Background: an optimization exercise with open tools, aiming at small area, a short achievable clock period and few clock cycles. Do not read the settings as production practice. At most, simulation tests tie the RTL to the original design; equivalence was not proved.

// SequentialMultiplier
module SequentialMultiplier(clock, reset, multiplicand, multiplier, product, ready, start);
    parameter N = 32;
    input clock;
    input reset;
    input [N-1:0] multiplicand, multiplier;
    output [2*N-1:0] product;
    output ready;
    input start;
    logic busy;
    logic first, first_n;                
    logic [2:0] count;                   
    logic [N-1:0] m_register;
    logic b0;                            
    logic [34:0] acc_s, acc_c;       
    logic [N-1:0] ph_register;           
    logic [N-1:0] pl_register;           
    logic [3:0] one, two, neg;      
    logic [3:0] one_n1, two_n1, neg_n1;    
    logic [7:0] pend_s, pend_c;          
    logic pend_n;                        
    logic [1:0] pend_ci;                 
    wire go = start & ~busy;
    wire accumulate = busy & ~count[2];
    wire resolve = busy & count[2];
    assign ready = ~busy;
    wire [8:0] bb = go ? {multiplier[8:1], 1'b0} : pl_register[15:7];
    wire [3:0] one_d, two_d, neg_d;
    genvar j;
    generate
        for (j = 0; j < 4; j = j + 1) begin : enc
            assign one_d[j] = bb[2*j+1] ^ bb[2*j];
            assign two_d[j] = (bb[2*j+2] & ~bb[2*j+1] & ~bb[2*j]) | (~bb[2*j+2] & bb[2*j+1] & bb[2*j]);
            assign neg_d[j] = bb[2*j+2] & ~(bb[2*j+1] & bb[2*j]);
        end
    endgenerate
    wire [34:0] sum_in = first ? {3'b0, m_register & {N{b0}}} : acc_s;
    wire [34:0] carry_in = ~first_n ? {1'b1, 34'b0} : acc_c;
    wire inj41 = ~(count[1] & count[0]);
    wire [N:0] m1 = {1'b0, m_register};
    wire [N:0] m2 = {m_register, 1'b0};
    wire [33:0] row0;
    assign row0[0] = ((one[0] & m1[0]) | (two[0] & m2[0])) ^ neg[0];
    assign row0[1] = ((one[0] & m1[1]) | (two[0] & m2[1])) ^ neg[0];
    assign row0[2] = ((one[0] & m1[2]) | (two[0] & m2[2])) ^ neg[0];
    assign row0[3] = ((one[0] & m1[3]) | (two[0] & m2[3])) ^ neg[0];
    assign row0[4] = ((one[0] & m1[4]) | (two[0] & m2[4])) ^ neg[0];
    assign row0[5] = ((one[0] & m1[5]) | (two[0] & m2[5])) ^ neg[0];
    assign row0[6] = ((one[0] & m1[6]) | (two[0] & m2[6])) ^ neg[0];
    assign row0[7] = ((one[0] & m1[7]) | (two[0] & m2[7])) ^ neg[0];
    assign row0[8] = ((one[0] & m1[8]) | (two[0] & m2[8])) ^ neg[0];
    assign row0[9] = ((one[0] & m1[9]) | (two[0] & m2[9])) ^ neg[0];
  ...
Size: ~1300 cells after synthesis, about 210 flip-flops, about 14000 µm² of cells after synthesis.
clock: 4.0 ns
lec_check: 0
cap_margin: 20
core_margin: 2
core_utilization: 40
setup_slack_margin: 1.2
slew_margin: 20
synth_hierarchical: 1
standard.sh (not shown) runs the stock make flow with config.mk's settings and CLKGATE_MAP_FILE= SYNTH_SCRIPT=/design/flow/synth_recipe.tcl, a recipe that flattens the netlist after the stock synthesis.
==> flow/flow/run.sh <==
#!/bin/bash
# Standard layout (the standard.sh, unchanged synthesis and steps), with
# the port buffers made from sky130_fd_sc_hd__buf_1 instead of the flow's
# default pick. Every tool's output goes to standard.log here.
set -euo pipefail
export BUFFER_PORTS_ARGS="-buffer_cell sky130_fd_sc_hd__buf_1"
bash standard.sh > standard.log 2>&1
Then changed:
==> flow/run.sh (new file) <==
#!/bin/bash
# synth_recipe.tcl (not shown) runs the flow's synth.tcl, then flattens the netlist and writes it again
# the make line also repeats each setting of config.mk as NAME=value (left out here)
make -C /OpenROAD-flow-scripts/flow DESIGN_CONFIG=/design/flow/config.mk WORK_HOME=/design/flow/orfs CLKGATE_MAP_FILE= SYNTH_SCRIPT=/design/flow/synth_recipe.tcl finish
SETUP_SLACK_MARGIN = 1.0   (was 1.2)
removed: flow/flow/run.sh
removed: flow/standard.sh
Synthesized cell count does not change.
Worst setup slack gets worse by 0.12 ns.
Global-route usage fell by 0.12 points.
Final area rose by 4.2%.
Die area stays the same.
Final cell count is about the same.
Count of clock-buffer cells in the layout fell by 1.
Then changed:
SETUP_SLACK_MARGIN = 0.5   (was 1.0)
What happened: The changed run finished with timing, DRC and antenna clean. Final area stays flat. Count of clock-buffer cells in the layout is unchanged. Critical path depth does not change.
No functional check of the RTL was part of any run of this note.

* * *

SequentialMultiplier, a different RTL version from the one above (not shown whole).
For scale: ~0.013 mm^2 of cells after synthesis.
export LEC_CHECK = 0
export CAP_MARGIN = 20
export CORE_MARGIN = 2
export CORE_UTILIZATION = 40
export CTS_BUF_LIST = sky130_fd_sc_hd__clkbuf_8
export CTS_CLUSTER_DIAMETER = 40
export CTS_CLUSTER_SIZE = 10
export SETUP_SLACK_MARGIN = 1.3
export SLEW_MARGIN = 20
export SYNTH_HIERARCHICAL = 1
create_clock -name core_clock -period 4.0 [get_ports {clock}]
==> flow/flow/run.sh <==
#!/bin/bash
# Standard layout (the standard.sh, unchanged synthesis and steps), with
# the port buffers made from sky130_fd_sc_hd__buf_1 instead of the flow's
# default pick. Every tool's output goes to standard.log here.
set -euo pipefail
export BUFFER_PORTS_ARGS="-buffer_cell sky130_fd_sc_hd__buf_1"
bash standard.sh > standard.log 2>&1
Testbench counts at the start, summed over its fixed seeds: cycles 28,808.
Then changed:
ABC_AREA = 1   (was unset)
CTS_BUF_LIST = unset   (was sky130_fd_sc_hd__clkbuf_8)
CTS_CLUSTER_DIAMETER = unset   (was 40)
CTS_CLUSTER_SIZE = unset   (was 10)
Outcome:
- routed wire length came out higher by 11%
- die area came out higher by 7.7%
- worst setup slack gets better by 0.038 ns
- fmax came out higher by about 1.4%

* * *

SequentialMultiplier, a different RTL version from the one above (not shown whole).
For scale: roughly 1200 cells after synthesis, ~200 flip-flops, ~14000 um^2 of cells after synthesis.
Settings: LEC_CHECK=0, CAP_MARGIN=20, CORE_MARGIN=2, CORE_UTILIZATION=40, SETUP_SLACK_MARGIN=1.2, SLEW_MARGIN=20, SYNTH_HIERARCHICAL=1; clock period 4.0 ns.
Scripts as last shown in full above: flow/flow/run.sh
The starting point went through all stages and came out clean.
Testbench counts at the start, summed over its fixed seeds: cycles 28,808.
==> next run, changes <==
- SETUP_SLACK_MARGIN: 1.2 -> 1.4
Effect: Global-route usage barely changes; hold slack is about the same; utilization rises by 1.8 points; routed wire length rises by 5.7%.
==> next run, changes <==
- SETUP_SLACK_MARGIN: 1.4 -> 1.5
What happened:
- synthesized cell count is unchanged
- first-iteration DRC count rises by 4.9%
- worst setup slack is worse by 0.012 ns
- design area climbs by 3.0%
- hold slack is worse by 0.022 ns
- routed wire length came out higher by 6.6%
- via count is higher by 3.3%
- global-route usage came out higher by 1.2 points
- clock skew is about the same
==> next run, changes <==
- SETUP_SLACK_MARGIN: 1.5 -> 1.3
=> Maximum frequency is about the same; routed wire length is lower by 11%; critical path depth went up by 2; setup slack gets worse by 0.0040 ns; final cell count fell by 3.1%; sequential share of layout area is higher by 2.1 points.

==> what the ideal ports hide <==
How much do the figures lean on ideal ports? The routed layouts below were timed once more, with nothing changed but the port constraints. Step 1 assumes that a clkbuf_16 drives the clock port and a buf_2 every other input. Step 2 adds t to the input delays and takes it off the output delays; t is the mean of the earliest and latest rising clock arrival at the registers after step 1. Input paths then give back, and output paths get back, about the clock's delay inside the block. Three values: ideal, step 1, step 2; two values: the first two.
run	t, ns	slack for setup (ns)	worst register clock-pin slew, ns	worst data-port slew with drivers (ns)
the first run of note 1	0.587	1.233 / 1.233 / 1.233	0.07 / 0.07	0.06
the second run of note 1	0.575	1.112 / 1.112 / 1.112	0.07 / 0.07	0.06
the third run of note 1	0.577	0.887 / 0.887 / 0.887	0.07 / 0.07	0.06
the first run of note 2	0.540	1.342 / 1.342 / 1.342	0.11 / 0.11	0.04
the second run of note 2	0.498	1.379 / 1.379 / 1.379	0.09 / 0.09	0.04
the first run of note 3	0.505	1.288 / 1.288 / 1.288	0.09 / 0.09	0.06
the second run of note 3	0.504	1.398 / 1.398 / 1.398	0.09 / 0.09	0.07
the third run of note 3	0.504	1.386 / 1.386 / 1.386	0.09 / 0.09	0.05
the fourth run of note 3	0.504	1.382 / 1.382 / 1.382	0.09 / 0.09	0.06
After both steps setup and hold are still met in every run listed.
